From an optimization exercise on the open Yosys and OpenROAD flow, aimed at small area; shortcuts taken in it are not production practice. Only simulation tests tie the RTL to the original design; equivalence was not proved. No driver is modelled on the clock port, so clocking that relies on it looks cheaper here than on a real chip. Power figures rest on the tool's default switching activity, not on a simulated workload.

--- config.mk ---
export PLATFORM = sky130hd
export DESIGN_NAME = CPU
export DESIGN_NICKNAME = CPU
export VERILOG_FILES = /design/flow/design.v
export SDC_FILE = /design/flow/constraint.sdc
export NUM_CORES = 4
export LEC_CHECK = 0
export CAP_MARGIN = 20
export CORE_MARGIN = 2
export CORE_UTILIZATION = 65
export CTS_CLUSTER_DIAMETER = 60
export CTS_CLUSTER_SIZE = 25
export PLACE_DENSITY = 0.8
export SLEW_MARGIN = 20
--- run.sh ---
#!/bin/bash
# synth_recipe.tcl (not shown) runs the flow's synth.tcl, then flattens the netlist and writes it again
# the make line also repeats each setting of config.mk as NAME=value (left out here)
make -C /OpenROAD-flow-scripts/flow DESIGN_CONFIG=/design/flow/config.mk WORK_HOME=/design/flow/orfs CLKGATE_MAP_FILE= SYNTH_SCRIPT=/design/flow/synth_recipe.tcl finish
--- design.v ---
module ula (
    input clk,
    input ativo,           
    input carga_carry,     
    input x,               
    input y,               
    input inv,             
    input [5:0] mag,       
    input a_mul,           
    output s,              
    output p               
);
    reg c;
    reg [4:0] atraso;      
    reg [2:0] c_mul;
    wire yi = y ^ inv;
    assign s = x ^ yi ^ c;
    wire [3:0] soma = (mag[0] & a_mul) + (mag[1] & atraso[0]) + (mag[2] & atraso[1]) +
                      (mag[3] & atraso[2]) + (mag[4] & atraso[3]) + (mag[5] & atraso[4]) +
                      c_mul;
    assign p = soma[0];
    always @(posedge clk) begin
        if (ativo) begin
            c <= (x & yi) | (x & c) | (yi & c);
            atraso <= {atraso[3:0], a_mul};
            c_mul <= soma[3:1];
        end else begin
            c <= carga_carry;
            atraso <= 5'd0;
            c_mul <= 3'd0;
        end
    end
endmodule
module memoria(
    input clk,
    input clear,               
    input escreve,             
    input [3:0] endereco_escrita,
    input bit_escrita,
    input [3:0] endereco_a,
    input [3:0] endereco_b,
    output bit_a,
    output bit_b
);
    reg [15:0] banco [0:15];
    wire [15:0] pos0;
    genvar r;
    generate
        for (r = 0; r < 16; r = r + 1) begin : g_reg
            assign pos0[r] = banco[r][0];
            always @(posedge clk)
                banco[r] <= {clear ? 1'b0 :
                             (escreve && endereco_escrita == r) ? bit_escrita :
                             banco[r][0], banco[r][15:1]};
        end
    endgenerate
    assign bit_a = pos0[endereco_a];
    assign bit_b = pos0[endereco_b];
endmodule
module binarioParaBCD (
    input [15:0] valor,
    input [1:0] sel,           
    output maior_igual,
    output [15:0] diferenca
);
    reg [15:0] k;
    always @(*) begin
        case (sel)
            2'd0: k = 16'd10000;
            2'd1: k = 16'd1000;
            2'd2: k = 16'd100;
            default: k = 16'd10;
        endcase
    end
    wire [16:0] d = {1'b0, valor} - {1'b0, k};
    assign maior_igual = ~d[16];
    assign diferenca = d[15:0];
endmodule
module debounce_Botao(
    input clk, rst, botaoAgora,
    output reg botaoPressionado
);
    localparam [5:0] CONTA_50 = 6'b010011;
    reg [5:0] contador;
    reg botaoAnterior;
    reg botaoEstavel;
    wire diferente = botaoAgora != botaoAnterior;
    wire fim = contador == CONTA_50;
    always @(posedge clk) begin
        if (rst) begin
            contador <= 6'd0;
            botaoAnterior <= 1'b0;
            botaoEstavel <= 1'b0;
            botaoPressionado <= 1'b0;
        end else begin
            if (diferente && !fim)
                contador <= {contador[4:0], ~(contador[5] ^ contador[4])};
            else
                contador <= 6'd0;
            if (diferente && fim)
                botaoEstavel <= botaoAgora;
            botaoAnterior <= botaoEstavel;
            botaoPressionado <= botaoEstavel & ~botaoAnterior;
        end
    end
endmodule
module lcd(
    input wire clk,
    input wire reset,
    input wire sinal_start,
    input wire [2:0] entrada_op,
    input wire [3:0] entrada_end,
    input wire captura,           
    input wire bit_valor,         
    input wire le_sinal,          
    input wire bit_sinal,
    output wire quer_captura,     
    output wire [3:0] end_atual,
    output reg [7:0] saida_dados,
    output reg lcd_rs,
    output wire lcd_rw,
    output wire lcd_e
);
    localparam [1:0]
        EST_ESPERA = 2'd0,        
        EST_OCIOSO = 2'd1,
        EST_SLOT   = 2'd2;
    reg [1:0] est;
    reg [9:0] c;
    reg [5:0] index;
    reg [2:0] op_salva;
    reg [3:0] end_salvo;
    reg sinal;
    reg [15:0] val;               
    reg [3:0] digito;             
    wire init = index[5:3] == 3'b111;
    wire boot = index[2];         
    wire extrai_janela = (est == EST_SLOT) && (index[5:2] == 4'd7);   
    wire ge;
    wire [15:0] dif;
    binarioParaBCD conversor (.valor(val), .sel(index[1:0]), .maior_igual(ge), .diferenca(dif));
    wire extrai = extrai_janela && ge;
    assign quer_captura = (est == EST_SLOT) && (index == 6'd0);
    wire longo = index == 6'd58;
    wire fim_init = (index == 6'd59) && (c[7:0] == 8'd28);
    wire fim_slot = !init ? (c[5:0] == 6'd29) :
                    longo ? (c[7:0] == 8'd209) : (c[7:0] == 8'd29);
    wire fim_msg = index == 6'd33;
    wire fim_espera = boot ? (c == 10'd1002) : (c == 10'd41);
    always @(posedge clk) begin
        if (captura)
            val <= {bit_valor, val[15:1]};
        else if (extrai)
            val <= dif;
        if (le_sinal)
            sinal <= bit_sinal;
    end
    always @(posedge clk) begin
        if (reset) begin
            est <= EST_ESPERA;
            c <= 10'd0;
            index <= 6'd60;
        end else begin
            c[5:0] <= c[5:0] + 6'd1;
            c[9:6] <= c[9:6] + {3'd0, (&c[5:0]) | extrai};
            case (est)
                EST_ESPERA: begin
                    if (fim_espera) begin
                        c <= 10'd0;
                        est <= EST_SLOT;
                        if (!boot) begin
                            index <= 6'd0;
                            op_salva <= entrada_op;
                            end_salvo <= entrada_end;
                        end else
                            index <= 6'd56;
                    end
                end
                EST_OCIOSO: begin
                    if (sinal_start) begin
                        c <= 10'd0;
                        est <= EST_ESPERA;
                    end
                end
                default: begin  
                    if (fim_init)
                        est <= EST_OCIOSO;
                    else if (fim_slot) begin
                        if (fim_msg)
                            est <= EST_OCIOSO;
                        else begin
                            c <= 10'd0;
                            index <= index + 6'd1;
                        end
                    end
                end
            endcase
        end
    end
    always @(posedge clk)
        if (est == EST_SLOT && fim_slot)
            digito <= c[9:6];
    function [7:0] nome_op;
        input [2:0] op;
        input [1:0] i;
        reg [31:0] s;
        begin
            case (op)
                3'b000: s = "LOAD";
                3'b001: s = "ADD ";
                3'b010: s = "ADDI";
                3'b011: s = "SUB ";
                3'b100: s = "SUBI";
                3'b101: s = "MULT";
                3'b110: s = "CLR ";
                default: s = "DPL ";
            endcase
            case (i)
                2'd0: nome_op = s[31:24];
                2'd1: nome_op = s[23:16];
                2'd2: nome_op = s[15:8];
                default: nome_op = s[7:0];
            endcase
        end
    endfunction
    always @(*) begin
        lcd_rs = 1'b1;
        saida_dados = " ";
        begin
            case (index)
                6'd56: begin lcd_rs = 1'b0; saida_dados = 8'h38; end
                6'd57: begin lcd_rs = 1'b0; saida_dados = 8'h0C; end
                6'd58: begin lcd_rs = 1'b0; saida_dados = 8'h01; end
                6'd59: begin lcd_rs = 1'b0; saida_dados = 8'h06; end
                6'd60: begin lcd_rs = 1'b0; saida_dados = 8'h00; end
                6'd0: begin lcd_rs = 1'b0; saida_dados = 8'h80; end
                6'd17: begin lcd_rs = 1'b0; saida_dados = 8'hC0; end
                6'd1, 6'd2, 6'd3, 6'd4: saida_dados = nome_op(op_salva, index[1:0] - 2'd1);
                6'd11: saida_dados = "[";
                6'd12: saida_dados = end_salvo[3] ? "1" : "0";
                6'd13: saida_dados = end_salvo[2] ? "1" : "0";
                6'd14: saida_dados = end_salvo[1] ? "1" : "0";
                6'd15: saida_dados = end_salvo[0] ? "1" : "0";
                6'd16: saida_dados = "]";
                6'd28: saida_dados = sinal ? "-" : "+";
                6'd29, 6'd30, 6'd31, 6'd32: saida_dados = {4'h3, digito};
                6'd33: saida_dados = {4'h3, val[3:0]};
                default: saida_dados = " ";
            endcase
        end
    end
    assign end_atual = end_salvo;
    assign lcd_rw = 1'b0;
    assign lcd_e = (est == EST_SLOT) && (c[5:3] == 3'd0) && (c[2:0] != 3'd7) &&
                   (!init || c[7:6] == 2'd0);
endmodule
module CPU (
    input clk,
    input rst,
    input botao_ligar_agora,
    input botao_enviar_agora,
    input [17:0] instrucao_completa,
    output reg flag_clear_memoria,
    output reg flag_escrever,
    output [7:0] lcd_data,
    output lcd_rs,
    output lcd_rw,
    output lcd_e,
    output lcd_on,
    output lcd_blon
);
    assign lcd_on = 1'b1;
    assign lcd_blon = 1'b1;
    localparam OP_LOAD = 3'b000;
    localparam OP_ADD = 3'b001;
    localparam OP_ADDI = 3'b010;
    localparam OP_SUB = 3'b011;
    localparam OP_SUBI = 3'b100;
    localparam OP_MUL = 3'b101;
    localparam OP_CLEAR = 3'b110;
    localparam OP_DISPLAY = 3'b111;
    localparam S_DESLIGADO = 2'd0,
               S_AGUARDANDO = 2'd1,
               S_EXECUTANDO = 2'd2;
    reg [1:0] estado;
    reg sistema_ligado;
    wire flag_ligar, flag_enviar;
    debounce_Botao detector_ligar (
        .clk(clk), .rst(rst),
        .botaoAgora(botao_ligar_agora), .botaoPressionado(flag_ligar)
    );
    debounce_Botao detector_enviar (
        .clk(clk), .rst(rst),
        .botaoAgora(botao_enviar_agora), .botaoPressionado(flag_enviar)
    );
    always @(posedge clk) begin
        if (rst)
            sistema_ligado <= 1'b0;
        else if (flag_ligar)
            sistema_ligado <= ~sistema_ligado;
    end
    always @(posedge clk) begin
        if (~sistema_ligado)
            estado <= S_DESLIGADO;
        else begin
            case (estado)
                S_DESLIGADO: estado <= S_AGUARDANDO;
                S_AGUARDANDO: if (flag_enviar) estado <= S_EXECUTANDO;
                S_EXECUTANDO: estado <= S_AGUARDANDO;
                default: estado <= estado;
            endcase
        end
    end
    wire [2:0] opcode_chaves = instrucao_completa[17:15];
    always @(*) begin
        flag_clear_memoria = (estado == S_EXECUTANDO) && (opcode_chaves == OP_CLEAR);
        flag_escrever = (estado == S_EXECUTANDO) && !(opcode_chaves[2] && opcode_chaves[1]);
    end
    wire inicia = sistema_ligado && (estado == S_AGUARDANDO) && flag_enviar;
    reg [17:0] ir;
    always @(posedge clk)
        if (inicia) ir <= instrucao_completa;
    wire [2:0] op = ir[17:15];
    wire [3:0] rd = ir[14:11];
    wire [3:0] ra = ir[10:7];
    wire [3:0] rb = ir[3:0];
    wire sgn = ir[6];
    wire [5:0] mag = ir[5:0];
    reg [3:0] fase;         
    reg pendente, rodando;
    always @(posedge clk) begin
        if (~sistema_ligado) begin
            fase <= 4'd0;
            pendente <= 1'b0;
            rodando <= 1'b0;
        end else begin
            fase <= fase + 4'd1;
            if (fase == 4'd15) begin
                rodando <= pendente;
                pendente <= inicia;
            end else if (inicia)
                pendente <= 1'b1;
        end
    end
    wire quer_captura;
    reg captura;
    wire le_sinal = quer_captura && (fase == 4'd15) && !captura;
    always @(posedge clk) begin
        if (~sistema_ligado)
            captura <= 1'b0;
        else if (fase == 4'd15)
            captura <= le_sinal;
    end
    wire [3:0] end_lcd;
    wire bit_a, bit_b;
    wire soma, prod;
    wire leitura_lcd = quer_captura | captura;
    wire limpa = ~sistema_ligado | (rodando && op == OP_CLEAR);
    wire escreve = rodando && (op[2] == 1'b0 || op[1] == 1'b0);
    wire m_k = (fase < 4'd6) ? mag[fase[2:0]] : 1'b0;
    reg x, y, inv;
    reg sinal_lcd;
    always @(*) begin
        x = bit_a; y = m_k; inv = sgn;
        case (op)
            OP_LOAD: begin x = 1'b0; y = m_k; inv = sgn; end
            OP_ADD:  begin x = bit_a; y = bit_b; inv = 1'b0; end
            OP_ADDI: begin x = bit_a; y = m_k; inv = sgn; end
            OP_SUB:  begin x = bit_a; y = bit_b; inv = 1'b1; end
            OP_SUBI: begin x = bit_a; y = m_k; inv = ~sgn; end
            default: begin x = 1'b0; y = prod; inv = sgn; end
        endcase
        if (captura) begin
            x = 1'b0; y = bit_a; inv = sinal_lcd;
        end
    end
    always @(posedge clk)
        if (le_sinal) sinal_lcd <= bit_a;
    ula ula (
        .clk(clk),
        .ativo(rodando | captura),
        .carga_carry(le_sinal ? bit_a : inv),
        .x(x), .y(y), .inv(inv),
        .mag(mag), .a_mul(bit_a),
        .s(soma), .p(prod)
    );
    memoria banco_memoria (
        .clk(clk),
        .clear(limpa),
        .escreve(escreve),
        .endereco_escrita(rd),
        .bit_escrita(soma),
        .endereco_a(leitura_lcd ? end_lcd : ra),
        .endereco_b(rb),
        .bit_a(bit_a),
        .bit_b(bit_b)
    );
    lcd displayLCD (
        .clk(clk),
        .reset(~sistema_ligado),
        .sinal_start(flag_enviar),
        .entrada_op(op),
        .entrada_end(op == OP_CLEAR ? 4'd0 : rd),
        .captura(captura),
        .bit_valor(soma),
        .le_sinal(le_sinal),
        .bit_sinal(bit_a),
        .quer_captura(quer_captura),
        .end_atual(end_lcd),
        .saida_dados(lcd_data),
        .lcd_rs(lcd_rs),
        .lcd_rw(lcd_rw),
        .lcd_e(lcd_e)
    );
endmodule
--- constraint.sdc ---
create_clock -name core_clock -period 18.0 [get_ports {clk}]
set_input_delay 3.6000 -clock core_clock [delete_from_list [all_inputs] [get_ports {clk}]]
set_output_delay 3.6000 -clock core_clock [all_outputs]
set_load 0.01 [all_outputs]
==> results of run 1 <==
[area by class of cell]
class	count	area (um^2)	area share
Timing Repair Buffer	34	337.8	0.02726
Sequential cell	357	7607	0.6138
Tap cell	225	281.5	0.02272
Clock buffer	29	565.5	0.04563
Inverter	32	120.1	0.009692
Clock inverter	5	77.57	0.006259
Multi-Input combinational cell	492	3403	0.2746
[stage by stage]
stage               hold WS (ps)  instances  cell area, um^2  utilization
CTS                        326.6       1174            12380       0.7232
floorplan                  309.6        913            11250            -
global placement           310.0       1140            11740       0.6857
global route               331.4       1174            12390       0.7241
finish                     325.2       1174            12390       0.7241
detailed placement         312.1       1140            11740       0.6857
[placed cells by master (no fill, tap or decap), drive strengths merged, types with 5 or more instances in the layout]
cell	netlist	final
nor2	56	56
mux4	9	9
or2	6	6
edfxtp	46	46
xnor2	14	14
ha	29	29
mux2i	13	13
fa	6	6
o211ai	7	7
o31ai	5	5
mux2	5	5
dfxtp	311	311
a21oi	54	54
a311oi	12	12
and3	6	6
nand3	21	21
inv	31	35
clkbuf	24	29
nand2	60	60
clkdlybuf4s50	0	33
a221oi	7	7
nor2b	23	23
o21ai	29	29
nor3	17	17
and2	27	27
nor4	11	11
xor2	8	8
[sequential cells by signal, indices dropped and copies added (netlist names), 2 cells and up]
| register | flops |
|---|---|
| banco_memoria.banco | 256 |
| ir | 18 |
| displayLCD.val | 16 |
| displayLCD.c | 10 |
| detector_enviar.contador | 6 |
| detector_ligar.contador | 6 |
| displayLCD.index | 6 |
| ula.atraso | 5 |
| displayLCD.digito | 4 |
| displayLCD.end_salvo | 4 |
| fase | 4 |
| displayLCD.op_salva | 3 |
| ula.c_mul | 3 |
| displayLCD.est | 2 |
| estado | 2 |
[worst max-delay path by stage]
stage / to / slack (ps) / cells after the start
floorplan: flag_clear_memoria / 10500 / 1
global placement: flag_clear_memoria / 9550 / 4
detailed placement: flag_clear_memoria / 9570 / 4
CTS: flag_clear_memoria / 9550 / 4
global route: flag_clear_memoria / 9430 / 4
finish: flag_clear_memoria / 9560 / 4
[power by group through the flow]
stage	sequential, mW	clock [mW]	combinational (mW)
3_3_place_gp	0.823	0	0.00663
4_1_cts	0.804	0.497	0.00674
2_1_floorplan	0.823	0	0.00155
5_1_grt	0.805	0.524	0.00723
3_5_place_dp	0.823	0	0.00671
6_report	0.804	0.488	0.00671
[cells by family (layout without fill, tap and decap cells)]
| family | Yosys count | after routing | synth area share |
|---|---|---|---|
| XOR/XNOR | 22 | 22 | 0.01713 |
| AND/OR/NAND/NOR | 254 | 254 | 0.1160 |
| flip-flops | 357 | 357 | 0.6764 |
| other | 2 | 3 | 0.0006677 |
| multiplexers | 27 | 27 | 0.03627 |
| adder cells (fa/ha/maj) | 35 | 35 | 0.04294 |
| AO/OA/AOI/OAI | 151 | 151 | 0.08777 |
| buffers and inverters | 64 | 100 | 0.02281 |
[routing by layer]
layer  vias up  routed length (um)  global-route usage
met5         -                  13                   0
met4         2                 565             0.07292
met3        41                 997             0.03442
met2       180                9176              0.3566
met1      3049                8823              0.2981
li1       3230                   -                   -
==> flow_summary.yaml, run 1 <==
worst_setup_path:
  path_class: "in2out"
  r2r_slack_ps: 12080
  setup.worst_path.start: "instrucao_completa[16]"
  cp_cell_sequence: "clkdlybuf4s50_1, nand2_1, nor3_1, clkdlybuf4s50_1"
  cp_common_cell: "clkdlybuf4s50_1"
  slowest_stage: "clkdlybuf4s50_1"
  start_kind: "input port"
  end_kind: "output port"
  r2r_end: "banco_memoria.banco[12][15]"
  critPathBufInv: 2
  crit_arrival_ps: 4840
  cp.required_ps: 14400
  critPathMaxStageDelay_ps: 560
  rr_worst_depth: 18
  crit_path_max_fanout: 3
  crit-reg2reg-launch: "displayLCD.index[0]"
  path_delay_family: "buffers and inverters"
drt:
  drc: 0
  via_per_inst: 5.538
  wl_per_cell_um: 16.68
  drt-pass1-iter-count: 5
  dr_total_vias: 6502
  antenna_left: 0
  routed_wl_um: 19580
  drt_iter0_drc: 510
power_and_ir_drop:
  p_sw_frac: 0.2002
  intPower_mw: 1.039
  ir_drop_uv: 105.2
  p_switching_mw: 0.2600
  power_mw: 1.299
  comb_power_share: 0.005
  p_clk_frac: 0.375
  pwr-share-seq: 0.619
  p_per_area_nw_per_um2: 104.8
  p_leak_nw: 4.749
yosys:
  ys_top_cells_by_area: "dfxtp_1 (55%), edfxtp_1 (12%), ha_1 (3.2%), a21oi_1 (2.4%), nand2_1 (2.0%)"
  synth_edf_count: 46
  synth_top_flop_cell: "dfxtp_1"
  netlist.area_leader.share: 0.5536
  synth_commonest_cells: "dfxtp_1 (311), nand2_1 (60), nor2_1 (55), a21oi_1 (53), edfxtp_1 (46)"
  ys_async_sr_fraction: 0
  synthCells: 912
  synth.distinct_cells: 68
  ys_seq_elements: 357
  syn_area_per_cell_um2: 12.33
  synth_area_leader_cell: "dfxtp_1"
  syn_area_um2: 11250
  synth_warnings: 7
  synth.most_common_cell: "dfxtp_1"
  synth.yosys.seq_area_share: 0.6764
global_route:
  grt_max_degree: 35
  grt-ovfl-total: 0
  grt_pass1_vias: 6152
  antenna_found_initial: 1
  grt_pass1_wl_um: 31490
  track_usage: 0.2173
clock_tree:
  path_clk_slew_ps: 90
  cts_buffers: 20
  cts_tree: "built"
  clock_latency_ps: 520
  clk_path_buf_depth: 3
  cts_resized: 0
  cts_hold_buf: 0
  clock-sinks: 357
  htreeDepth: 1
  cts_setup_buffers: 0
  cts-root-buf: "clkbuf_16"
finish:
  drive_above_1_share: 0.05585
  nets: 994
  fillCellCount: 1180
  area_growth_pct: 10.19
  n_antenna_cell: 0
place:
  dp_hpwl_um: 13290
  gp_congestion: 0.8735
  post-place-ws_ps: 9566
  io_buffers: 33
sta:
  fin_crit_sh: 0.4690
  grt_setup_unrepaired: "false"
  setup_viol: 0
  fin_crit_ps: 8443
  setup_slack_ps: 9557
  fin_tns_setup_ps: 0
  worstMarginPinSlew_ps: 967.4
  slew_violations: 0
  clock_skew_ps: 17.55
  max_freq_ghz: 0.1184
  hold_viol_final: 0
  max_slew_margin: 0.3384
min_path:
  hold_class: "reg2reg"
  min-delay-start: "banco_memoria.banco[4][12]"
  worstHoldEndpoint: "banco_memoria.banco[4][11]"
  holdPathStages: 0
floorplanning:
  dieArea_um2: 18370
  rows: 48
  die_w_um: 135.5
  start_util: 0.6571
  core_um2: 17120
  num_io_pins: 37
  die_height_um: 135.5
flow_run:
  max-cap-violations: 0
run_status:
  outcome: "no timing/DRC/antenna violations"
==> run 2: changes to the inputs <==
==> flow/run.sh (new file) <==
#!/bin/bash
# Standard layout, with two changes: ports are buffered with the smallest
# buffer, and clock tree synthesis adds no dummy loads.
cp standard.sh standard_sh_copy.txt
export BUFFER_PORTS_ARGS="-buffer_cell sky130_fd_sc_hd__buf_1"
export CTS_ARGS="-sink_clustering_enable -repair_clock_nets -dont_use_dummy_load -sink_clustering_size 25 -sink_clustering_max_diameter 80"
bash standard.sh > standard.log 2>&1
==> standard.sh (new file) <==
#!/bin/bash
# synth_recipe.tcl (not shown) runs the flow's synth.tcl, then flattens the netlist and writes it again
# the make line also repeats each setting of config.mk as NAME=value (left out here)
make -C /OpenROAD-flow-scripts/flow DESIGN_CONFIG=/design/flow/config.mk WORK_HOME=/design/flow/orfs CLKGATE_MAP_FILE= SYNTH_SCRIPT=/design/flow/synth_recipe.tcl "${@:-finish}"
--- a/config.mk
+++ b/config.mk
@@ -8,7 +8,7 @@
 export CAP_MARGIN = 20
 export CORE_MARGIN = 2
-export CORE_UTILIZATION = 65
-export CTS_CLUSTER_DIAMETER = 60
+export CORE_UTILIZATION = 40
+export CTS_CLUSTER_DIAMETER = 80
 export CTS_CLUSTER_SIZE = 25
-export PLACE_DENSITY = 0.8
+export PLACE_DENSITY = 0.6
 export SLEW_MARGIN = 20
removed: run.sh
==> run 2 against run 1 <==
Sequential cell count stayed put; sequential power hardly changed; utilization is 28 points lower; largest cell class unchanged.
==> flow_summary.yaml, run 2 <==
floorplanning:
  num_io_pins: 37
  rows: 61
  start_util: 0.4060
  core_um2: 27710
  die_w_um: 171.7
  die_height_um: 171.7
  dieArea_um2: 29480
drt:
  antenna_left: 0
  drc: 0
  wl_per_cell_um: 14.52
  drt-pass1-iter-count: 5
  via_per_inst: 4.854
  dr_total_vias: 6369
  drt_iter0_drc: 410
  routed_wl_um: 19050
sta:
  hold_viol_final: 0
  fin_crit_sh: 0.4273
  fin_tns_setup_ps: 0
  grt_setup_unrepaired: "false"
  slew_violations: 0
  setup_slack_ps: 10310
  whs_ps: 311.0
  fin_crit_ps: 7692
  setup_viol: 0
  max_slew_margin: 0.2977
  clock_skew_ps: 22.41
  max_freq_ghz: 0.1300
  worstMarginPinSlew_ps: 1027
clock_tree:
  clock-sinks: 357
  htreeDepth: 1
  cts_buffers: 19
  cts_tree: "built"
  clock_latency_ps: 510
  cts_setup_buffers: 0
  cts-root-buf: "clkbuf_16"
  path_clk_slew_ps: 90
  cts_resized: 0
  cts_hold_buf: 0
  clk_path_buf_depth: 3
power_and_ir_drop:
  p_clk_frac: 0.340
  p_per_area_nw_per_um2: 100.4
  p_sw_frac: 0.1883
  intPower_mw: 0.9946
  ir_drop_uv: 104.6
  p_leak_nw: 4.589
  power_mw: 1.225
  p_switching_mw: 0.2307
  comb_power_share: 0.003
  pwr-share-seq: 0.656
yosys:
  synth.most_common_cell: "dfxtp_1"
  synthCells: 912
  netlist.area_leader.share: 0.5536
  synth_top_flop_cell: "dfxtp_1"
  synth.yosys.seq_area_share: 0.6764
  synth.distinct_cells: 68
  synth_warnings: 7
  synth_edf_count: 46
  syn_area_per_cell_um2: 12.33
  synth_commonest_cells: "dfxtp_1 (311), nand2_1 (60), nor2_1 (55), a21oi_1 (53), edfxtp_1 (46)"
  synth_area_leader_cell: "dfxtp_1"
  ys_seq_elements: 357
  syn_area_um2: 11250
  ys_top_cells_by_area: "dfxtp_1 (55%), edfxtp_1 (12%), ha_1 (3.2%), a21oi_1 (2.4%), nand2_1 (2.0%)"
  ys_async_sr_fraction: 0
finish:
  n_antenna_cell: 0
  final_cell_area_um2: 12210
  largest_register_ffs: 256
  mostFrequentLayoutCells: "dfxtp_1 (311), nand2_1 (60), nor2_1 (54)"
  area_growth_pct: 8.522
  drive_above_1_share: 0.04818
  layoutNonFillerInstCount: 1312
  nets: 993
  top_regs: "banco_memoria.banco (256), ir (18), displayLCD.val (16)"
  final_common_cell: "dfxtp_1"
  final_core_util: 0.4405
  largest-register: "banco_memoria.banco"
worst_setup_path:
  crit_path_max_fanout: 3
  setup.worst_path.start: "instrucao_completa[17]"
  crit-reg2reg-launch: "displayLCD.index[0]"
  end_kind: "output port"
  path_class: "in2out"
  cp.required_ps: 14400
  start_kind: "input port"
  crit_arrival_ps: 4090
global_route:
  grt_max_degree: 35
  grt_pass1_wl_um: 30720
  grt_pass1_vias: 5886
  track_usage: 0.1315
  antenna_found_initial: 0
  grt-ovfl-total: 0
place:
  place_inst: 1293
  gp_congestion: 0.8219
  io_buffers: 33
  dp_hpwl_um: 13310
  post-place-ws_ps: 10320
  place_area_um2: 11730
min_path:
  hold_class: "reg2reg"
  min-delay-start: "banco_memoria.banco[13][8]"
run_status:
  outcome: "no timing/DRC/antenna violations"
flow_run:
  max-cap-violations: 0
==> run 2: cell counts after synthesis <==
No cell type changed its count.
==> run 2: critical path, cell delays in order <==
cell and delay [ps]:
buf_1 130, nand2_1 70, nor3_1 120, buf_1 170
==> run 2: final cells by class <==
| class | count | area (um^2) |
|---|---|---|
| clock buffers | 19 | 475.5 |
| fillers | 2575 | 15500 |
| inverters | 32 | 120.1 |
| multi-input cells | 492 | 3398 |
| flip-flops and latches | 357 | 7607 |
| well taps | 378 | 473.0 |
| repair buffers | 34 | 131.4 |
==> run 2: power groups by stage <==
stage | logic (mW) | clock network, mW | registers (mW)
global placement | 0.00398 | 0 | 0.823
CTS | 0.00400 | 0.433 | 0.804
detailed placement | 0.00399 | 0 | 0.823
finish | 0.00387 | 0.417 | 0.804
floorplan | 0.00155 | 0 | 0.823
global route | 0.00438 | 0.462 | 0.805
==> run 2: per-layer routing <==
layer	wire, um	vias to the layer above	part of all wire	GRT usage
met5	0	-	0	0
met4	376	0	0.020	0.03242
met3	782	31	0.041	0.02117
met2	8706	117	0.46	0.2176
met1	9180	3019	0.48	0.1803
li1	-	3202	-	-
==> run 2: final timing paths <==
check | cells after the start | end | slack [ps]
setup reg to reg | 18 | banco_memoria.banco[13][15] | 12100
hold reg to reg | 0 | banco_memoria.banco[13][7] | 310
setup / recovery | 4 | flag_clear_memoria | 10310
hold / removal | 0 | banco_memoria.banco[13][7] | 310
==> run 2: cells by family (layout without fill, tap and decap cells) <==
kind of cell	Yosys count	count (layout)	synth area share
other	2	3	0.0006677
muxes	27	27	0.03627
adders and majority gates	35	35	0.04294
DFF	357	357	0.6764
AOI/OAI and AO/OA	151	151	0.08777
xor gates and xnor gates	22	22	0.01713
and+or+nand+nor	254	254	0.1160
buffers and inverters	64	85	0.02281
==> run 3: changes to the inputs <==
==> flow/run.sh (replaced) <==
#!/bin/bash
# Standard layout, with three changes: ports are buffered with the smallest
# buffer, clock tree synthesis adds no dummy loads, and after clock tree
# synthesis cells with slack to spare are downsized.
export BUFFER_PORTS_ARGS="-buffer_cell sky130_fd_sc_hd__buf_1"
export CTS_ARGS="-sink_clustering_enable -repair_clock_nets -dont_use_dummy_load -sink_clustering_size 25 -sink_clustering_max_diameter 80"
export POST_CTS_TCL="$(pwd)/flow/post_cts.tcl"
bash standard.sh > standard.log 2>&1
==> flow/post_cts.tcl (new file) <==
# Area recovery: downsize cells on paths with slack to spare, then
# legalize the placement again.
repair_timing -recover_power 100 -verbose
detailed_placement
check_placement -verbose
==> run 3 against run 2 <==
Synthesized cell count unchanged; first-iteration DRC count decreased by 13%; via count about the same; die area did not move; sequential cell count stayed put; design area about the same; critical path type unchanged.
==> flow_summary.yaml, run 3 <==
run_status:
  outcome: "no timing/DRC/antenna violations"
floorplanning:
  core_um2: 27710
  num_io_pins: 37
  start_util: 0.4060
  rows: 61
  dieArea_um2: 29480
  die_w_um: 171.7
  die_height_um: 171.7
yosys:
  netlist.area_leader.share: 0.5536
  synth.distinct_cells: 68
  syn_area_um2: 11250
  synth_adder_area_share: 0.04294
  synth_edf_count: 46
  synth_compound_area_frac: 0.08777
  synth_top_flop_cell: "dfxtp_1"
  synth.most_common_cell: "dfxtp_1"
  synth_commonest_cells: "dfxtp_1 (311), nand2_1 (60), nor2_1 (55), a21oi_1 (53), edfxtp_1 (46)"
  ys_seq_elements: 357
  synth_area_leader_cell: "dfxtp_1"
  ys_async_sr_fraction: 0
  synth_warnings: 7
  synth.yosys.seq_area_share: 0.6764
  synth_mux_area_frac: 0.03627
  syn_area_per_cell_um2: 12.33
  synth_simple_gate_area_share: 0.1160
  synth_xor_area_frac: 0.01713
  ys_top_cells_by_area: "dfxtp_1 (55%), edfxtp_1 (12%), ha_1 (3.2%), a21oi_1 (2.4%), nand2_1 (2.0%)"
  synthCells: 912
  synth_top_family_by_area: "simple AND/OR/NAND/NOR gates"
finish:
  drive_above_1_share: 0.04599
  fillCellCount: 2580
  final_common_cell: "dfxtp_1"
  multi_input_area_um2: 3376
  area_growth_pct: 8.432
  n_antenna_cell: 0
  seq_area_um2: 7607
  layoutNonFillerInstCount: 1313
  largest_register_ffs: 256
  mostFrequentLayoutCells: "dfxtp_1 (311), nand2_1 (60), nor2_1 (54), a21oi_1 (54), edfxtp_1 (46)"
  final_core_util: 0.4402
  largest-register: "banco_memoria.banco"
  nets: 994
  top_regs: "banco_memoria.banco (256), ir (18), displayLCD.val (16)"
place:
  io_buffers: 33
  place_inst: 1293
  dp_hpwl_um: 13310
  gp_congestion: 0.8219
min_path:
  hold_class: "reg2reg"
  min-delay-start: "banco_memoria.banco[13][8]"
  holdPathStages: 0
  worstHoldEndpoint: "banco_memoria.banco[13][7]"
drt:
  dr_total_vias: 6368
  via_per_inst: 4.850
  routed_wl_um: 19050
  antenna_left: 0
  wl_per_cell_um: 14.50
  drc: 0
  drt_iter0_drc: 357
  drt-pass1-iter-count: 5
sta:
  fin_tns_setup_ps: 0
  max_freq_ghz: 0.1300
  hold_viol_final: 0
  clock_skew_ps: 22.26
  setup_viol: 0
  fin_crit_sh: 0.4273
  grt_setup_unrepaired: "false"
  slew_violations: 0
  fin_crit_ps: 7692
  max_slew_margin: 0.3003
  worstMarginPinSlew_ps: 1023
  whs_ps: 311.0
power_and_ir_drop:
  ir_drop_uv: 104.1
  p_per_area_nw_per_um2: 100.4
  power_mw: 1.225
  p_leak_nw: 4.581
worst_setup_path:
  cp.required_ps: 14400
  end_kind: "output port"
  crit_arrival_ps: 4090
  start_kind: "input port"
  r2r_end: "banco_memoria.banco[13][15]"
  path_delay_family: "buffers and inverters"
  cp_common_cell: "buf_1"
  path_class: "in2out"
  rr_worst_depth: 18
  critPathBufInv: 2
  crit_path_max_fanout: 3
  critPathMaxStageDelay_ps: 170
  cp_cell_sequence: "buf_1, nand2_1, nor3_1, buf_1"
  r2r_slack_ps: 11740
  crit-reg2reg-launch: "displayLCD.index[0]"
  slowest_stage: "buf_1"
global_route:
  antenna_found_initial: 0
  grt_pass1_wl_um: 30770
  track_usage: 0.1316
  grt_pass1_vias: 5890
  grt-ovfl-total: 0
  grt_max_degree: 35
clock_tree:
  clock_latency_ps: 510
  path_clk_slew_ps: 90
  cts_tree: "built"
  clock-sinks: 357
flow_run:
  max-cap-violations: 0
[run 3: logic make-up (layout without fill, tap and decap cells)]
logic type | Yosys count | after routing
AOI/OAI and AO/OA | 151 | 151
xor gates and xnor gates | 22 | 22
adders and majority gates | 35 | 35
buffers and inverters | 64 | 86
DFF | 357 | 357
muxes | 27 | 27
other | 2 | 3
and+or+nand+nor | 254 | 254
[run 3: how the worst max path moves through the flow]
stage                                      start  depth (start not counted)                  to
final                     instrucao_completa[17]                          4  flag_clear_memoria
after global routing      instrucao_completa[17]                          4  flag_clear_memoria
after detailed placement  instrucao_completa[17]                          4  flag_clear_memoria
after global placement    instrucao_completa[17]                          4  flag_clear_memoria
after floorplan           instrucao_completa[15]                          1  flag_clear_memoria
[run 3: layout make-up]
cell class,count,area share
Sequential cell,357,0.6238
Multi-Input combinational cell,492,0.2768
Clock buffer,19,0.03899
Tap cell,378,0.03878
Timing Repair Buffer,35,0.01180
Inverter,32,0.009849
[run 3: worst register-to-register path, delay by kind of cell, from the launching register on]
| kind | cells | cell delay (ps) |
|---|---|---|
| adders and majority gates | 4 | 2110 |
| AOI/OAI and AO/OA | 5 | 1620 |
| muxes | 4 | 1270 |
| DFF | 1 | 450 |
| and+or+nand+nor | 2 | 280 |
| xor gates and xnor gates | 1 | 200 |
| buffers and inverters | 2 | 170 |
[run 3: layer usage]
metal / global-route usage / vias to the layer above / wire, um
met3: 0.02117 / 31 / 757
li1: - / 3200 / -
met1: 0.1805 / 3009 / 9180
met5: 0 / - / 0
met4: 0.03242 / 0 / 378
met2: 0.2179 / 128 / 8728
[run 3: per-stage QoR]
stage	cell area [um^2]	setup slack, ps
after floorplan	11250	10500
after global placement	11720	10330
after detailed placement	11730	10320
after global routing	12200	10250
final	12200	10310
[run 3: power by group]
part | switching (mW) | leakage [nW] | internal [mW]
combinational | 0.00240 | 1.43 | 0.00145
sequential | 0.000171 | 2.91 | 0.804
clock | 0.227 | 0.234 | 0.189
total | 0.230 | 4.58 | 0.995
==> run 4: changes to the inputs <==
==> flow/run.sh (replaced) <==
#!/bin/bash
# The standard layout (standard.sh), with two changes: the ports are
# buffered with the smallest buffer (buf_1) instead of the default choice,
# and clock tree synthesis inserts no dummy loads. Everything else,
# synthesis included, is the standard flow. Its output goes to
# standard.log in the work folder.
export BUFFER_PORTS_ARGS="-buffer_cell sky130_fd_sc_hd__buf_1"
export CTS_ARGS="-sink_clustering_enable -repair_clock_nets -dont_use_dummy_load -sink_clustering_size 25 -sink_clustering_max_diameter 80"
bash standard.sh > standard.log 2>&1
removed: flow/post_cts.tcl
==> run 4 against run 3 <==
Wire length hardly changed; via count barely moved; critical path depth unchanged; synthesized area stayed put; cell count about the same; largest cell class unchanged.
==> flow_summary.yaml, run 4 <==
worst_setup_path:
  crit_arrival_ps: 4090
  cp.required_ps: 14400
  slowest_stage: "buf_1"
  path_class: "in2out"
  cp_cell_sequence: "buf_1, nand2_1, nor3_1, buf_1"
  cp_common_cell: "buf_1"
  critPathMaxStageDelay_ps: 170
  crit_path_max_fanout: 3
  end_kind: "output port"
  start_kind: "input port"
clock_tree:
  htreeDepth: 1
  cts-root-buf: "clkbuf_16"
  path_clk_slew_ps: 90
  clock-sinks: 357
  cts_setup_buffers: 0
  clock_latency_ps: 510
  cts_hold_buf: 0
  cts_resized: 0
  cts_tree: "built"
  cts_buffers: 19
  clk_path_buf_depth: 3
sta:
  setup_slack_ps: 10310
  max_slew_margin: 0.2977
  hold_viol_final: 0
  setup_viol: 0
  whs_ps: 311.0
  worstMarginPinSlew_ps: 1027
  max_freq_ghz: 0.1300
  fin_tns_setup_ps: 0
  clock_skew_ps: 22.41
  grt_setup_unrepaired: "false"
  fin_crit_ps: 7692
  fin_crit_sh: 0.4273
  slew_violations: 0
floorplanning:
  dieArea_um2: 29480
  rows: 61
  die_w_um: 171.7
  start_util: 0.4060
  core_um2: 27710
  num_io_pins: 37
  die_height_um: 171.7
finish:
  n_antenna_cell: 0
  area_growth_pct: 8.522
  largest_register_ffs: 256
  drive_above_1_share: 0.04818
  nets: 993
  mostFrequentLayoutCells: "dfxtp_1 (311), nand2_1 (60), nor2_1 (54)"
  final_core_util: 0.4405
  final_common_cell: "dfxtp_1"
  top_regs: "banco_memoria.banco (256), ir (18), displayLCD.val (16)"
  largest-register: "banco_memoria.banco"
power_and_ir_drop:
  ir_drop_uv: 104.6
  p_leak_nw: 4.589
  p_per_area_nw_per_um2: 100.4
  power_mw: 1.225
global_route:
  grt_max_degree: 35
  grt_pass1_wl_um: 30720
  grt_pass1_vias: 5886
  antenna_found_initial: 0
  grt-ovfl-total: 0
  track_usage: 0.1315
yosys:
  synth_adder_area_share: 0.04294
  ys_async_sr_fraction: 0
  ys_top_cells_by_area: "dfxtp_1 (55%), edfxtp_1 (12%), ha_1 (3.2%), a21oi_1 (2.4%), nand2_1 (2.0%)"
  synth_top_flop_cell: "dfxtp_1"
  synth_edf_count: 46
  synthCells: 912
  synth.distinct_cells: 68
  syn_area_um2: 11250
  syn_area_per_cell_um2: 12.33
  ys_seq_elements: 357
  synth_xor_area_frac: 0.01713
  synth_warnings: 7
  synth.most_common_cell: "dfxtp_1"
  synth_top_family_by_area: "simple AND/OR/NAND/NOR gates"
  netlist.area_leader.share: 0.5536
  synth_compound_area_frac: 0.08777
  synth_area_leader_cell: "dfxtp_1"
  synth.yosys.seq_area_share: 0.6764
  synth_simple_gate_area_share: 0.1160
  synth_mux_area_frac: 0.03627
  synth_commonest_cells: "dfxtp_1 (311), nand2_1 (60), nor2_1 (55), a21oi_1 (53), edfxtp_1 (46)"
drt:
  drt-pass1-iter-count: 5
  drc: 0
  routed_wl_um: 19050
  antenna_left: 0
  drt_iter0_drc: 410
  dr_total_vias: 6369
  via_per_inst: 4.854
  wl_per_cell_um: 14.52
place:
  post-place-ws_ps: 10320
  io_buffers: 33
  dp_hpwl_um: 13310
  gp_congestion: 0.8219
run_status:
  outcome: "no timing/DRC/antenna violations"
flow_run:
  max-cap-violations: 0
min_path:
  hold_class: "reg2reg"
## run 4: cell counts after synthesis
No cell type changed its count.
## run 4: layout make-up
cell class,count,area (um^2)
timing repair buffer,34,131.4
multi-input combinational,492,3398
clock buffer,19,475.5
sequential,357,7607
tap,378,473.0
fill,2575,15500
inverter,32,120.1
## run 4: through the flow
| stage | std cells | cell area (um^2) |
|---|---|---|
| 2_1_floorplan | 913 | 11250 |
| 3_3_place_gp | 1293 | 11720 |
| 3_5_place_dp | 1293 | 11730 |
| 4_1_cts | 1312 | 12200 |
| 5_1_grt | 1312 | 12210 |
| 6_report | 1312 | 12210 |
## run 4: worst paths after layout
path	from	endpoint	cells past startpoint	slack, ps
setup / recovery	instrucao_completa[17]	flag_clear_memoria	4	10310
hold / removal	banco_memoria.banco[13][8]	banco_memoria.banco[13][7]	0	310
setup reg to reg	displayLCD.index[0]	banco_memoria.banco[13][15]	18	12100
hold reg to reg	banco_memoria.banco[13][8]	banco_memoria.banco[13][7]	0	310
## run 4: logic make-up (layout without fill, tap and decap cells)
logic type	Yosys count	in the layout
DFF	357	357
xor gates and xnor gates	22	22
buffers and inverters	64	85
and+or+nand+nor	254	254
adders and majority gates	35	35
other	2	3
muxes	27	27
AOI/OAI and AO/OA	151	151
## run 4: power breakdown
group	leakage [nW]	switching, mW	total (mW)	internal (mW)
Combinational	1.44	0.00238	0.00387	0.00149
Clock	0.234	0.228	0.417	0.189
Sequential	2.91	0.000168	0.804	0.804
Total	4.59	0.231	1.23	0.995
## run 4: per-layer routing
layer | routed length, um | share of wire | GRT usage | vias up
met5 | 0 | 0 | 0 | -
met4 | 376 | 0.020 | 0.03242 | 0
met3 | 782 | 0.041 | 0.02117 | 31
met2 | 8706 | 0.46 | 0.2176 | 117
met1 | 9180 | 0.48 | 0.1803 | 3019
li1 | - | - | - | 3202
## run 4: worst max-delay path: cells and delay by family
kind | cells | cell delay (ps)
AND/OR/NAND/NOR | 2 | 190
buffers and inverters | 2 | 300
==> run 5: changes to the inputs <==
--- a/flow/run.sh
+++ b/flow/run.sh
@@ -6,4 +6,4 @@
 # standard.log in the work folder.
 export BUFFER_PORTS_ARGS="-buffer_cell sky130_fd_sc_hd__buf_1"
-export CTS_ARGS="-sink_clustering_enable -repair_clock_nets -dont_use_dummy_load -sink_clustering_size 25 -sink_clustering_max_diameter 80"
+export CTS_ARGS="-sink_clustering_enable -repair_clock_nets -dont_use_dummy_load -sink_clustering_size 30 -sink_clustering_max_diameter 70"
 bash standard.sh > standard.log 2>&1
==> run 5 against run 4 <==
Sequential share of layout area increased by 0.26 points; utilization decreased by 0.18 points; critical endpoint unchanged; setup slack got worse by 2.2 ps.
==> flow_summary.yaml, run 5 <==
run_status:
  outcome: "no timing/DRC/antenna violations"
drt:
  via_per_inst: 4.909
  dr_total_vias: 6431
  drt_iter0_drc: 358
  antenna_left: 0
  wl_per_cell_um: 14.54
  drt-pass1-iter-count: 6
  drc: 0
  routed_wl_um: 19050
floorplanning:
  dieArea_um2: 29480
  start_util: 0.4060
  core_um2: 27710
  die_height_um: 171.7
  rows: 61
  num_io_pins: 37
  die_w_um: 171.7
sta:
  max_freq_ghz: 0.1300
  setup_viol: 0
  fin_crit_ps: 7694
  fin_crit_sh: 0.4274
  worstMarginPinSlew_ps: 1053
  setup_slack_ps: 10310
  slew_violations: 0
  fin_tns_setup_ps: 0
  whs_ps: 292.0
  grt_setup_unrepaired: "false"
  hold_viol_final: 0
  max_slew_margin: 0.2801
  clock_skew_ps: 39.87
yosys:
  synth_warnings: 7
  synth_commonest_cells: "dfxtp_1 (311), nand2_1 (60), nor2_1 (55), a21oi_1 (53), edfxtp_1 (46)"
  ys_seq_elements: 357
  synthCells: 912
  synth_top_flop_cell: "dfxtp_1"
  synth_area_leader_cell: "dfxtp_1"
  synth.distinct_cells: 68
  synth.yosys.seq_area_share: 0.6764
  synth.most_common_cell: "dfxtp_1"
  syn_area_um2: 11250
  synth_edf_count: 46
  netlist.area_leader.share: 0.5536
  ys_async_sr_fraction: 0
  ys_top_cells_by_area: "dfxtp_1 (55%), edfxtp_1 (12%), ha_1 (3.2%), a21oi_1 (2.4%), nand2_1 (2.0%)"
  syn_area_per_cell_um2: 12.33
power_and_ir_drop:
  comb_power_share: 0.003
  p_switching_mw: 0.2239
  p_sw_frac: 0.1865
  intPower_mw: 0.9762
  p_leak_nw: 4.564
  ir_drop_uv: 78.56
  p_per_area_nw_per_um2: 98.72
  pwr-share-seq: 0.671
  p_clk_frac: 0.326
min_path:
  hold_class: "reg2reg"
  min-delay-start: "banco_memoria.banco[8][12]"
  worstHoldEndpoint: "banco_memoria.banco[8][11]"
  holdPathStages: 0
place:
  post-place-ws_ps: 10320
  gp_congestion: 0.8219
  io_buffers: 33
  dp_hpwl_um: 13310
global_route:
  grt_max_degree: 35
  grt_pass1_wl_um: 30660
  track_usage: 0.1315
  antenna_found_initial: 0
  grt_pass1_vias: 5859
  grt-ovfl-total: 0
finish:
  largest-register: "banco_memoria.banco"
  final_common_cell: "dfxtp_1"
  mostFrequentLayoutCells: "dfxtp_1 (311), nand2_1 (60), nor2_1 (54)"
  fillCellCount: 2574
  n_antenna_cell: 0
  area_growth_pct: 8.076
  nets: 991
  drive_above_1_share: 0.04614
  largest_register_ffs: 256
  top_regs: "banco_memoria.banco (256), ir (18), displayLCD.val (16)"
worst_setup_path:
  r2r_end: "banco_memoria.banco[13][15]"
  start_kind: "input port"
  path_class: "in2out"
  crit_path_max_fanout: 3
  end_kind: "output port"
  rr_worst_depth: 18
  crit-reg2reg-launch: "displayLCD.index[0]"
  crit_arrival_ps: 4090
  cp.required_ps: 14400
  r2r_slack_ps: 12120
clock_tree:
  clock-sinks: 357
  cts_resized: 0
  cts_hold_buf: 0
  cts_buffers: 17
  cts_tree: "built"
  htreeDepth: 1
  cts-root-buf: "clkbuf_16"
  path_clk_slew_ps: 100
  cts_setup_buffers: 0
  clk_path_buf_depth: 3
  clock_latency_ps: 500
flow_run:
  max-cap-violations: 0
## run 5: changes by cell type in the layout (fill, tap and decap cells not counted), sizes merged
cell / previous run / this run
clkbuf: 19 / 17
## run 5: worst max path at each step
stage,slack [ps],cells after the start,start,to
global placement,10330,4,instrucao_completa[17],flag_clear_memoria
detailed placement,10320,4,instrucao_completa[17],flag_clear_memoria
CTS,10310,4,instrucao_completa[17],flag_clear_memoria
finish,10310,4,instrucao_completa[17],flag_clear_memoria
global route,10250,4,instrucao_completa[17],flag_clear_memoria
floorplan,10500,1,instrucao_completa[15],flag_clear_memoria
## run 5: power groups by stage
stage / Clock [mW] / Combinational, mW / Sequential [mW]
finish: 0.391 / 0.00389 / 0.805
global route: 0.438 / 0.00438 / 0.805
CTS: 0.411 / 0.00400 / 0.805
detailed placement: 0 / 0.00399 / 0.823
global placement: 0 / 0.00398 / 0.823
floorplan: 0 / 0.00155 / 0.823
## run 5: cell type report
| class | instances | area (um^2) | area share |
|---|---|---|---|
| Multi-Input combinational cell | 492 | 3398 | 0.2796 |
| Timing Repair Buffer | 34 | 131.4 | 0.01081 |
| Inverter | 32 | 120.1 | 0.009882 |
| Clock buffer | 17 | 425.4 | 0.03500 |
| Tap cell | 378 | 473.0 | 0.03891 |
| Sequential cell | 357 | 7607 | 0.6258 |
## run 5: stage by stage
step,area [um^2],util,cells,power [mW]
finish,12160,0.4387,1310,1.200
global route,12160,0.4387,1310,1.248
CTS,12150,0.4386,1310,1.220
global placement,11720,0.4231,1293,0.8271
floorplan,11250,-,913,0.8246
detailed placement,11730,0.4232,1293,0.8271
## run 5: cells by family (layout without fill, tap and decap cells)
kind of cell | count (synthesis) | in the layout | share of synthesized area
other | 2 | 3 | 0.0006677
AO/OA/AOI/OAI | 151 | 151 | 0.08777
buffers and inverters | 64 | 83 | 0.02281
flip-flops | 357 | 357 | 0.6764
XOR/XNOR | 22 | 22 | 0.01713
adder cells (fa/ha/maj) | 35 | 35 | 0.04294
multiplexers | 27 | 27 | 0.03627
AND/OR/NAND/NOR | 254 | 254 | 0.1160
## run 5: layer usage
metal | share of wire | vias up | GRT usage | routed length (um)
met5 | 0 | - | 0 | 0
met4 | 0.021 | 0 | 0.03537 | 408
met3 | 0.042 | 29 | 0.02186 | 796
met2 | 0.46 | 141 | 0.2174 | 8795
met1 | 0.48 | 3056 | 0.1789 | 9049
li1 | - | 3205 | - | -
## run 5: worst max-delay path, stage by stage
cell	delay (ps)
buf_1	130
nand2_1	80
nor3_1	120
buf_1	170
==> run 6: changes to the inputs <==
--- a/flow/run.sh
+++ b/flow/run.sh
@@ -6,4 +6,4 @@
 # standard.log in the work folder.
 export BUFFER_PORTS_ARGS="-buffer_cell sky130_fd_sc_hd__buf_1"
-export CTS_ARGS="-sink_clustering_enable -repair_clock_nets -dont_use_dummy_load -sink_clustering_size 30 -sink_clustering_max_diameter 70"
+export CTS_ARGS="-sink_clustering_enable -repair_clock_nets -dont_use_dummy_load -sink_clustering_size 36 -sink_clustering_max_diameter 60"
 bash standard.sh > standard.log 2>&1
--- a/config.mk
+++ b/config.mk
@@ -8,7 +8,7 @@
 export CAP_MARGIN = 20
 export CORE_MARGIN = 2
-export CORE_UTILIZATION = 40
+export CORE_UTILIZATION = 65
 export CTS_CLUSTER_DIAMETER = 80
 export CTS_CLUSTER_SIZE = 25
-export PLACE_DENSITY = 0.6
+export PLACE_DENSITY = 0.85
 export SLEW_MARGIN = 20
==> run 6 against run 5 <==
Die area down 38%; synthesized area is the same; sequential power hardly changed; register-to-register slack improved by 30 ps; via count rose by 0.47%; clock power is 4% lower; sequential share of layout area increased by 1.1 points; critical endpoint unchanged; largest power group unchanged.
==> flow_summary.yaml, run 6 <==
run_status:
  outcome: "no timing/DRC/antenna violations"
drt:
  via_per_inst: 5.584
  drc: 0
  wl_per_cell_um: 16.78
  drt-pass1-iter-count: 5
  drt_iter0_drc: 500
  dr_total_vias: 6461
  routed_wl_um: 19410
  antenna_left: 0
sta:
  setup_slack_ps: 10320
  max_freq_ghz: 0.1302
  clock_skew_ps: 76.52
  grt_setup_unrepaired: "false"
  max_slew_margin: 0.3135
  fin_crit_ps: 7681
  fin_crit_sh: 0.4267
  slew_violations: 0
  setup_viol: 0
  whs_ps: 303.7
  worstMarginPinSlew_ps: 1029
  fin_tns_setup_ps: 0
  hold_viol_final: 0
yosys:
  ys_top_cells_by_area: "dfxtp_1 (55%), edfxtp_1 (12%), ha_1 (3.2%), a21oi_1 (2.4%), nand2_1 (2.0%)"
  netlist.area_leader.share: 0.5536
  syn_area_per_cell_um2: 12.33
  synth.yosys.seq_area_share: 0.6764
  synth.most_common_cell: "dfxtp_1"
  synth_warnings: 7
  synth_commonest_cells: "dfxtp_1 (311), nand2_1 (60), nor2_1 (55), a21oi_1 (53), edfxtp_1 (46)"
  synth.distinct_cells: 68
  synth_edf_count: 46
  ys_seq_elements: 357
  synth_top_flop_cell: "dfxtp_1"
  synth_area_leader_cell: "dfxtp_1"
  syn_area_um2: 11250
  synthCells: 912
  ys_async_sr_fraction: 0
worst_setup_path:
  crit_path_max_fanout: 3
  cp_cell_sequence: "buf_1, nand2_1, nor3_1, buf_1"
  crit-reg2reg-launch: "displayLCD.index[0]"
  cp_common_cell: "buf_1"
  rr_worst_depth: 19
  cp.required_ps: 14400
  start_kind: "input port"
  path_class: "in2out"
  slowest_stage: "buf_1"
  critPathMaxStageDelay_ps: 170
  end_kind: "output port"
  r2r_slack_ps: 12150
  r2r_end: "displayLCD.val[15]"
  crit_arrival_ps: 4080
clock_tree:
  htreeDepth: 1
  clk_path_buf_depth: 3
  cts_resized: 0
  cts_hold_buf: 0
  path_clk_slew_ps: 120
  cts_tree: "built"
  cts_setup_buffers: 0
  cts_buffers: 16
  cts-root-buf: "clkbuf_16"
  clock_latency_ps: 520
  clock-sinks: 357
floorplanning:
  dieArea_um2: 18370
  rows: 48
  num_io_pins: 37
  core_um2: 17120
  die_height_um: 135.5
  start_util: 0.6571
  die_w_um: 135.5
finish:
  final_common_cell: "dfxtp_1"
  fillCellCount: 1204
  top_regs: "banco_memoria.banco (256), ir (18), displayLCD.val (16)"
  largest_register_ffs: 256
  mostFrequentLayoutCells: "dfxtp_1 (311), nand2_1 (60), nor2_1 (54)"
  final_core_util: 0.6977
  largest-register: "banco_memoria.banco"
  n_antenna_cell: 0
  area_growth_pct: 6.185
  drive_above_1_share: 0.04506
  nets: 991
power_and_ir_drop:
  p_leak_nw: 4.556
  comb_power_share: 0.003
  intPower_mw: 0.9669
  p_per_area_nw_per_um2: 99.23
  pwr-share-seq: 0.679
  power_mw: 1.185
  p_sw_frac: 0.1841
  p_switching_mw: 0.2182
  ir_drop_uv: 101.6
  p_clk_frac: 0.318
global_route:
  grt_pass1_vias: 6182
  grt_pass1_wl_um: 31420
  grt_max_degree: 37
  grt-ovfl-total: 0
  track_usage: 0.2176
  antenna_found_initial: 0
place:
  io_buffers: 33
  post-place-ws_ps: 10330
  gp_congestion: 0.8869
  dp_hpwl_um: 13400
min_path:
  worstHoldEndpoint: "banco_memoria.banco[0][1]"
  min-delay-start: "banco_memoria.banco[0][2]"
  hold_class: "reg2reg"
  holdPathStages: 0
flow_run:
  max-cap-violations: 0
==> run 6: layout make-up <==
cell class,count,area [um^2],share of cell area
Sequential cell,357,7607,0.6370
Timing Repair Buffer,35,138.9,0.01163
Tap cell,225,281.5,0.02357
Clock buffer,16,400.4,0.03353
Multi-Input combinational cell,492,3395,0.2842
Inverter,32,120.1,0.01006
==> run 6: per-stage QoR <==
step	cell area (um^2)	cells
global placement	11530	1140
finish	11940	1157
CTS	11930	1156
floorplan	11250	913
detailed placement	11530	1140
global route	11940	1157
==> run 6: worst max-delay path, delay by kind of cell <==
family / cells / cell delay [ps]
simple gates: 2 / 190
buf+inv: 2 / 290
==> run 6: worst max-delay path by stage <==
stage,startpoint,endpoint
6_report,instrucao_completa[17],flag_clear_memoria
4_1_cts,instrucao_completa[17],flag_clear_memoria
3_5_place_dp,instrucao_completa[17],flag_clear_memoria
5_1_grt,instrucao_completa[17],flag_clear_memoria
2_1_floorplan,instrucao_completa[15],flag_clear_memoria
3_3_place_gp,instrucao_completa[17],flag_clear_memoria
==> run 6: cells by family (layout without fill, tap and decap cells) <==
kind of cell | after synthesis | count (layout) | synth area share
adder cells (fa/ha/maj) | 35 | 35 | 0.04294
flip-flops | 357 | 357 | 0.6764
AO/OA/AOI/OAI | 151 | 151 | 0.08777
XOR/XNOR | 22 | 22 | 0.01713
other | 2 | 3 | 0.0006677
AND/OR/NAND/NOR | 254 | 254 | 0.1160
buffers and inverters | 64 | 83 | 0.02281
multiplexers | 27 | 27 | 0.03627
==> run 6: power by group through the flow <==
stage | Sequential (mW) | Combinational, mW | Clock, mW
final | 0.805 | 0.00364 | 0.376
after global routing | 0.805 | 0.00411 | 0.408
after CTS | 0.805 | 0.00367 | 0.384
after detailed placement | 0.823 | 0.00364 | 0
after global placement | 0.823 | 0.00354 | 0
after floorplan | 0.823 | 0.00155 | 0
==> run 6: routing by layer <==
layer  global-route usage  routed length (um)  up-vias
met2               0.3678                9399      161
met4              0.07350                 544        0
met1               0.2905                8549     3071
met3              0.03143                 918       35
met5                    0                   0        -
li1                     -                   -     3194
==> run 7: changes to the inputs <==
--- a/design.v
+++ b/design.v
@@ -134,5 +134,5 @@
     reg [15:0] val;               
     reg [3:0] digito;             
-    wire init = index[5:3] == 3'b111;
+    wire init = index[5] & index[4];
     wire boot = index[2];         
     wire extrai_janela = (est == EST_SLOT) && (index[5:2] == 4'd7);   
@@ -142,10 +142,12 @@
     wire extrai = extrai_janela && ge;
     assign quer_captura = (est == EST_SLOT) && (index == 6'd0);
-    wire longo = index == 6'd58;
-    wire fim_init = (index == 6'd59) && (c[7:0] == 8'd28);
-    wire fim_slot = !init ? (c[5:0] == 6'd29) :
-                    longo ? (c[7:0] == 8'd209) : (c[7:0] == 8'd29);
-    wire fim_msg = index == 6'd33;
-    wire fim_espera = boot ? (c == 10'd1002) : (c == 10'd41);
+    wire longo = init & index[1] & ~index[0];                  
+    wire fim_init = init & index[1] & index[0] &               
+                    c[4] & c[3] & c[2];
+    wire fim_slot = longo ? (c[7] & c[6] & c[4] & c[0])        
+                          : (c[4] & c[3] & c[2] & c[0]);       
+    wire fim_msg = index[5] & ~index[4] & index[0];            
+    wire fim_espera = boot ? (c[9] & c[8] & c[7] & c[6] & c[5] & c[3] & c[1])   
+                           : (c[5] & c[3] & c[0]);             
     always @(posedge clk) begin
         if (captura)
--- a/flow/run.sh
+++ b/flow/run.sh
@@ -6,4 +6,4 @@
 # standard.log in the work folder.
 export BUFFER_PORTS_ARGS="-buffer_cell sky130_fd_sc_hd__buf_1"
-export CTS_ARGS="-sink_clustering_enable -repair_clock_nets -dont_use_dummy_load -sink_clustering_size 36 -sink_clustering_max_diameter 60"
+export CTS_ARGS="-sink_clustering_enable -repair_clock_nets -dont_use_dummy_load -sink_clustering_size 25 -sink_clustering_max_diameter 80 -buf_list {sky130_fd_sc_hd__clkbuf_8 sky130_fd_sc_hd__clkbuf_16}"
 bash standard.sh > standard.log 2>&1
--- a/config.mk
+++ b/config.mk
@@ -8,7 +8,7 @@
 export CAP_MARGIN = 20
 export CORE_MARGIN = 2
-export CORE_UTILIZATION = 65
+export CORE_UTILIZATION = 40
 export CTS_CLUSTER_DIAMETER = 80
 export CTS_CLUSTER_SIZE = 25
-export PLACE_DENSITY = 0.85
+export PLACE_DENSITY = 0.6
 export SLEW_MARGIN = 20
==> run 7 against run 6 <==
Still clean; clock skew decreased by 27 ps; total power increased by 2.9%; global-route usage decreased by 9.1 points; sequential share of layout area decreased by 0.95 points; utilization decreased by 26 points; clock-buffer cell count increased by 3; synthesized area decreased by 0.76%; sequential power about the same.
==> flow_summary.yaml, run 7 <==
power_and_ir_drop:
  pwr-share-seq: 0.660
  comb_power_share: 0.003
  p_clk_frac: 0.337
  ir_drop_uv: 76.03
  p_leak_nw: 4.482
  intPower_mw: 0.9945
  p_sw_frac: 0.1845
  p_per_area_nw_per_um2: 100.6
  p_switching_mw: 0.2250
finish:
  largest_register_ffs: 256
  final_cell_area_um2: 12120
  nets: 985
  n_antenna_cell: 0
  mostFrequentLayoutCells: "dfxtp_1 (311), nand2_1 (56), nor2_1 (52)"
  largest-register: "banco_memoria.banco"
  top_regs: "banco_memoria.banco (256), ir (18), displayLCD.val (16)"
  fillCellCount: 2594
  area_growth_pct: 8.620
  drive_above_1_share: 0.04746
  final_common_cell: "dfxtp_1"
clock_tree:
  path_clk_slew_ps: 90
  clock-sinks: 357
  clock_latency_ps: 510
  cts_resized: 0
  cts_buffers: 19
  cts_tree: "built"
  cts_setup_buffers: 0
  cts-root-buf: "clkbuf_16"
  cts_hold_buf: 0
  clk_path_buf_depth: 3
  htreeDepth: 1
worst_setup_path:
  cp.required_ps: 14400
  critPathMaxStageDelay_ps: 180
  crit_arrival_ps: 4090
  cp_common_cell: "buf_1"
  crit_path_max_fanout: 3
  rr_worst_depth: 19
  path_class: "in2out"
  path_delay_family: "buffers and inverters"
  end_kind: "output port"
  start_kind: "input port"
  cp_cell_sequence: "buf_1, nand2_1, nor3_1, buf_1"
  worstSetupPathDepth: 4
  critPathBufInv: 2
  slowest_stage: "buf_1"
yosys:
  synth_warnings: 7
  ys_top_cells_by_area: "dfxtp_1 (56%), edfxtp_1 (12%), ha_1 (3.1%), a21oi_1 (1.9%), nand2_1 (1.9%)"
  synth_top_flop_cell: "dfxtp_1"
  synth_area_leader_cell: "dfxtp_1"
  ys_seq_elements: 357
  synth.distinct_cells: 64
  ys_async_sr_fraction: 0
  netlist.area_leader.share: 0.5578
  synth_commonest_cells: "dfxtp_1 (311), nand2_1 (56), nor2_1 (53), edfxtp_1 (46)"
  synth.most_common_cell: "dfxtp_1"
  syn_area_per_cell_um2: 12.33
  synth.yosys.seq_area_share: 0.6815
  synthCells: 905
  synth_edf_count: 46
  syn_area_um2: 11160
sta:
  max_freq_ghz: 0.1301
  worstMarginPinSlew_ps: 1056
  clock_skew_ps: 49.82
  grt_setup_unrepaired: "false"
  setup_viol: 0
  slew_violations: 0
  fin_crit_ps: 7688
  fin_crit_sh: 0.4271
  fin_tns_setup_ps: 0
  max_slew_margin: 0.2950
  hold_viol_final: 0
run_status:
  outcome: "no timing/DRC/antenna violations"
global_route:
  track_usage: 0.1264
  grt_pass1_wl_um: 29930
  grt_pass1_vias: 5950
  grt-ovfl-total: 0
  antenna_found_initial: 0
  grt_max_degree: 31
flow_run:
  max-cap-violations: 0
floorplanning:
  start_util: 0.4040
  die_height_um: 171.0
  die_w_um: 171.0
  dieArea_um2: 29260
  num_io_pins: 37
  core_um2: 27630
  rows: 61
min_path:
  hold_class: "reg2reg"
  holdPathStages: 0
drt:
  wl_per_cell_um: 14.13
  antenna_left: 0
  via_per_inst: 4.795
  drt_iter0_drc: 374
  routed_wl_um: 18440
  dr_total_vias: 6258
  drt-pass1-iter-count: 7
  drc: 0
place:
  io_buffers: 33
  place_area_um2: 11640
  dp_hpwl_um: 12990
  gp_congestion: 0.8226
run 7: path summary, 6_finish.rpt:
check | from | to | slack [ps]
hold / removal | banco_memoria.banco[13][5] | banco_memoria.banco[13][4] | 300
setup / recovery | instrucao_completa[17] | flag_clear_memoria | 10310
hold reg to reg | banco_memoria.banco[13][5] | banco_memoria.banco[13][4] | 300
setup reg to reg | displayLCD.index[0] | displayLCD.val[15] | 11970
run 7: cell families after synthesis:
kind of cell	share of synthesized area
flip-flops	0.6815
AND/OR/NAND/NOR	0.1092
AO/OA/AOI/OAI	0.09124
buffers and inverters	0.02231
adder cells (fa/ha/maj)	0.04215
multiplexers	0.03408
XOR/XNOR	0.01883
other	0.0006728
run 7: power by group through the flow:
stage,logic [mW],clock network [mW],registers [mW]
finish,0.00371,0.411,0.805
floorplan,0.00154,0,0.823
CTS,0.00384,0.425,0.805
global route,0.00417,0.454,0.805
detailed placement,0.00382,0,0.823
global placement,0.00373,0,0.823
run 7: metal layers:
layer | wire length [um] | GRT usage | vias to the layer above | share of wire
li1 | - | - | 3180 | -
met1 | 9030 | 0.1770 | 2941 | 0.49
met2 | 8486 | 0.2086 | 113 | 0.46
met3 | 663 | 0.01781 | 24 | 0.036
met4 | 255 | 0.02800 | 0 | 0.014
met5 | 0 | 0 | - | 0
run 7: through the flow:
stage	util	total power, mW	instances	setup slack [ps]	hold slack, ps
3_3_place_gp	0.4213	0.8268	1286	10330	309.8
4_1_cts	0.4385	1.234	1305	10320	295.4
2_1_floorplan	-	0.8246	906	10500	309.6
3_5_place_dp	0.4213	0.8270	1286	10320	312.1
6_report	0.4388	1.220	1305	10310	301.7
5_1_grt	0.4388	1.263	1305	10280	296.6
run 7: layout make-up:
cell class | instances | area [um^2] | area share
multi-input cells | 486 | 3321 | 0.2739
repair buffers | 34 | 131.4 | 0.01084
well taps | 378 | 473.0 | 0.03901
clock buffers | 19 | 475.5 | 0.03922
inverters | 31 | 116.4 | 0.009598
flip-flops and latches | 357 | 7607 | 0.6275

-- re-timing with driven ports --
How much do the figures lean on ideal ports? The routed layouts below were timed once more, with nothing changed but the port constraints. Step 1 (the two cells are an assumption about what drives the block):
set clk [get_ports {clk}]
set_driving_cell -lib_cell sky130_fd_sc_hd__clkbuf_16 $clk
set_driving_cell -lib_cell sky130_fd_sc_hd__buf_2 [delete_from_list [all_inputs] $clk]
Step 2 moves the port delays by t, midway between the first and last clock arrival at a register: inputs arrive t later, outputs are due t later. That takes back most of the time a late clock gives input paths. Three values: ideal, step 1, step 2; two values: the first two.
run	t (ns)	setup WS [ns]	clock arrival spread, ns	pins driven straight from the clock port
run 1	0.553	9.557 / 9.525 / 9.525	0.018 / 0.018	1
run 2	0.539	10.308 / 10.283 / 10.283	0.024 / 0.024	1
run 3	0.542	10.308 / 10.283 / 10.283	0.023 / 0.023	1
run 4	0.539	10.308 / 10.283 / 10.283	0.024 / 0.024	1
run 5	0.529	10.306 / 10.281 / 10.281	0.042 / 0.042	1
run 6	0.524	10.319 / 10.293 / 10.293	0.088 / 0.088	1
run 7	0.528	10.312 / 10.291 / 10.291	0.053 / 0.053	1
After both steps setup and hold are still met in every run listed. The setup slack of run 1, which loses most, moves by -0.032 ns with the drivers and by -0.032 ns with both steps.
